Source: an optimization exercise on an open RTL-to-GDS flow (aim: small area and a short achievable clock period). Production flows keep margins and buffers that such runs may drop.
No run shown here included a check of the RTL's function; only the layout flow was run.

==> flow/design.v (outline; a module is shown in full before it is edited, if it fits) <==
// module fir_gen: 2741 lines
// module fir_fa: 4 lines
// module fir_ha: 4 lines
module fir_gen (
  input clk, input reset, input Load_x,
  input signed [8:0] x_in, input signed [8:0] c_in,
  output signed [10:0] y_out);
  // ...
==> flow/run.sh <==
#!/bin/bash
# synth_recipe.tcl (not shown) runs the flow's synth.tcl, then flattens the netlist and writes it again
# the make line also repeats each setting of config.mk as NAME=value (left out here)
make -C /OpenROAD-flow-scripts/flow DESIGN_CONFIG=/design/flow/config.mk WORK_HOME=/design/flow/orfs CLKGATE_MAP_FILE= SYNTH_SCRIPT=/design/flow/synth_recipe.tcl finish
==> flow/config.mk <==
export PLATFORM = sky130hd
export DESIGN_NAME = fir_gen
export DESIGN_NICKNAME = fir_gen
export VERILOG_FILES = /design/flow/design.v
export SDC_FILE = /design/flow/constraint.sdc
export NUM_CORES = 4
export LEC_CHECK = 0
export CAP_MARGIN = 20
export CORE_MARGIN = 2
export CORE_UTILIZATION = 55
export SETUP_SLACK_MARGIN = 2.6
export SLEW_MARGIN = 20
export SYNTH_HIERARCHICAL = 1
export SYNTH_MINIMUM_KEEP_SIZE = 0
==> flow/constraint.sdc <==
create_clock -name core_clock -period 6.0 [get_ports {clk}]
set_input_delay 1.2000 -clock core_clock [delete_from_list [all_inputs] [get_ports {clk}]]
set_output_delay 1.2000 -clock core_clock [all_outputs]
set_load 0.01 [all_outputs]
==> impl_metrics.yaml, run 1 <==
outcome:
  outcome: "finished clean"
min_path:
  holdPathEnd: "a7_1[0]"
layout:
  reg.largest.list: "cm x180, cs x45"
  diodes: 0
  drive_gt1_share_pct: 12.7
  area.growth.synth_to_final_pct: 8.28
  nFillCells: 6944
  largest_reg_flops: 180
  signal_buffers: 77
  regMostFlops: "cm"
sta:
  drv_slew: 0
  grt_setup_unrepaired: "no"
  min_period_ps: 3340
  finalSetupViolations: 0
  finalHoldViolCount: 0
global_routing:
  antenna_found_initial: 7
  use_met2_pct: 51.5
logic_synthesis:
  synth_common_cells: "588 x dfxtp_1, 524 x fa_1, 478 x xnor2_1"
  synth.cell_area_sq_mm: 0.0486
  ys_seq_area_share_pct: 35.8
  synth_simple_gate_area_share_pct: 1.00
  synth_largest_area_cell: "dfxtp_1"
placement:
  place_area_sq_mm: 0.0490
floorplanning:
  die_area_sq_mm: 0.0907
  core-area_sq_mm: 0.0872
critical_path:
  cp-startpoint: "x_in[8]"
  slowest_delay_ps: 680
clock_network:
  clk_pin_slew_ps: 60
  postCtsSetupRepairBufs: 10
detailed_routing:
  vias_per_cell: 6.52
  drtIter0Drc: 2707
==> inputs of run 2 (changes only) <==
--- a/flow/config.mk
+++ b/flow/config.mk
@@ -9,5 +9,4 @@
 export CORE_MARGIN = 2
 export CORE_UTILIZATION = 55
-export SETUP_SLACK_MARGIN = 2.6
 export SLEW_MARGIN = 20
 export SYNTH_HIERARCHICAL = 1
==> impl_metrics.yaml, run 2 <==
logic_synthesis:
  ys.flop_type: "dfxtp_1"
  synth_common_cells: "588 x dfxtp_1, 524 x fa_1, 478 x xnor2_1"
  syn_nets: 4723
  async_flop_share_pct: 27.7
  syn_inst: 3901
  yosys-top-cells-area: "dfxtp_1 24%, fa_1 22%, dfrtp_1 12%"
  synth-edff-count: 0
  post-synth-top-count-cell: "dfxtp_1"
  ys_ff_latch: 813
  ys_seq_area_share_pct: 35.8
  ys_types: 53
  synth_largest_area_cell: "dfxtp_1"
  synth.cell_area_sq_mm: 0.0486
  yosys.area.top_type_share_pct: 24.2
  avgSynthCellArea_sq_um: 12.5
  yosys_warnings: 11
global_routing:
  grt_usage_pct: 30.4
  grt_pass1_vias: 33500
  antenna_found_initial: 5
  grt_pass1_wl_um: 209000
  grt_overflow: 0
  grt_max_degree: 155
critical_path:
  slowest_delay_ps: 660
  crit_path_top_delay_cell: "clkdlybuf4s50_1"
  crit_buf_inv: 1
  critPathMaxFanout: 13
  cpLargestDelayFamily: "adder cells"
  startpoint_type: "input pin"
  rr_startpoint: "x[8]"
  crit_type: "input pin to register"
  cp-startpoint: "x_in[1]"
  required_ps: 6540
  arrival_ps: 4500
  path_cells: "clkdlybuf4s50_1 > ha_1 > fa_1 > a21oi_2 > o211ai_2 > nor4_2 > nor3_2 > a221oi_2 > xnor2_1 > ha_1 > fa_1"
  worstSetupEndpointType: "register"
detailed_routing:
  first_pass_iters: 7
  ant_nets: 0
  vias_per_cell: 6.48
  drc_errors: 0
  routedWlPerCell_um: 27.8
  drtIter0Drc: 2533
  vias: 31500
  wirelength_um: 135000
floorplanning:
  rows: 108
  die_area_sq_mm: 0.0907
  fp.dieW_um: 301
  io_pins: 32
  fp.dieH_um: 301
  core-area_sq_mm: 0.0872
  initial_core_util_pct: 55.7
layout:
  final_cell_mix: "570 x dfxtp_1, 524 x fa_1, 478 x xnor2_1"
  largest_reg_flops: 180
  drive_gt1_share_pct: 11.6
  diodes: 0
  final_nets: 4445
  regMostFlops: "cm"
  reg.largest.list: "cm x180, cs x45"
  nFillCells: 7018
  layout_commonest_cell: "dfxtp_1"
  area.growth.synth_to_final_pct: 7.34
clock_network:
  cts_buffers: 92
  htree_num_levels: 3
  clock_latency_ps: 680
  postCtsSetupRepairBufs: 0
  cts_tree: "done"
  root_buffer: "clkbuf_16"
  post_cts_resized: 0
  clk_pin_slew_ps: 60
  cts_hold_buf: 0
  cts.sink_count: 813
  cts.path.max_buffers: 3
placement:
  hpwl_um: 87600
  routabilityCongestion: 0.883
  dpl_worst_slack_ps: 1380
  port_buffers: 31
job:
  max_cap_violations: 0
sta:
  max_freq_mhz: 252
  final.setup.worst_slack_ps: 2040
  grt_setup_unrepaired: "no"
  worst_pin_slew_ps: 1140
  min_period_ps: 3960
  timing.setup.tns_ps: 0
  finalHoldViolCount: 0
  fin_skew_ps: 27.1
  drv_slew: 0
  final.period_utilization_pct: 66.1
  relSlewSlack_pct: 23.8
  finalSetupViolations: 0
min_path:
  worstHoldPathType: "register to register"
  min_from: "a6_1[0]"
outcome:
  outcome: "finished clean"
## run 2: cell counts after synthesis
No cell type changed its count.
## run 2: worst register-to-register path: cells and delay by family (launching register included)
family,cells,cell delay [ps]
adders and majority gates,3,1510
DFF,1,940
buffers and inverters,2,660
xor gates and xnor gates,1,400
AOI/OAI and AO/OA,1,180
## run 2: stage by stage
stage               utilization [%]  std cells  cell area [sq um]  hold WS (ps)
CTS                            59.8       4856              52100           325
detailed placement             56.2       4683              49000           312
global placement               56.2       4683              49000           310
floorplan                         -       3901              48600           310
global route                   59.8       4857              52100           331
finish                         59.8       4857              52100           324
## run 2: area by class of cell
| class | instances | area [sq um] | area share [%] |
|---|---|---|---|
| well taps | 1155 | 1450 | 2.77 |
| repair buffers | 61 | 648 | 1.24 |
| clock inverters | 38 | 413 | 0.792 |
| clock buffers | 135 | 2710 | 5.20 |
| flip-flops and latches | 813 | 17500 | 33.5 |
| multi-input cells | 2580 | 29200 | 55.9 |
| inverters | 75 | 285 | 0.547 |
## run 2: cells by family (layout without fill, tap and decap cells)
logic type | count (synthesis) | in the layout | share of synthesized area, %
buffers and inverters | 508 | 309 | 4.12
flip-flops | 813 | 813 | 35.8
XOR/XNOR | 544 | 544 | 9.82
adder cells (fa/ha/maj) | 801 | 801 | 28.7
AO/OA/AOI/OAI | 910 | 910 | 15.6
multiplexers | 212 | 212 | 4.91
AND/OR/NAND/NOR | 113 | 113 | 1.00
## run 2: Yosys stat by module (local to each module, per instance)
module	flops+latches	cell area [sq um]
fir_fa	0	20.0
fir_gen	813	35000
fir_ha	0	12.5
## run 2: metal layers
| layer | GRT usage [%] | wire length [um] |
|---|---|---|
| met3 | 5.34 | 8850 |
| met5 | 0 | 0 |
| met4 | 10.6 | 5030 |
| met2 | 50.9 | 66100 |
| met1 | 39.7 | 55200 |
## run 2: path summary, 6_finish.rpt
| path | slack, ps | to | depth (start not counted) |
|---|---|---|---|
| worst max-delay path | 2040 | q1[9] | 11 |
| worst min-delay path | 320 | a5_1[0] | 0 |
| worst max register to register | 2200 | a13_1[11] | 7 |
| min in group asynchronous | 820 | cm[12][7] | 2 |
| max in group asynchronous | 3940 | cm[5][8] | 3 |
| worst min register to register | 320 | a5_1[0] | 0 |

==> re-timing with driven ports <==
The results above use ideal ports. As a check the final layouts listed here were re-extracted and re-timed, cells and wires unchanged. Step 1 sets driving cells, clkbuf_16 on the clock port and buf_2 on the other inputs (assumed; they add their load-dependent delay and slew). Step 2 moves the port delays by t, midway between the first and last clock arrival at a register: inputs arrive t later, outputs are due t later. That takes back most of the time a late clock gives input paths. Slacks: ideal ports / drivers / drivers and shift; pairs: ideal ports / drivers.
run	t, ns	slack for setup (ns)	worst hold slack (ns)	worst setup path after step 2	cell pins on the clock port's net
run 1	0.731	2.664 / 2.681 / 1.963	0.321 / 0.321 / 0.321	input to register	1
run 2	0.739	2.037 / 2.086 / 1.347	0.324 / 0.324 / 0.324	input to register	1
After both steps every run listed still meets setup and hold. The setup slack of run 1, which loses most, moves by +0.017 ns with the drivers and by -0.701 ns with both steps.
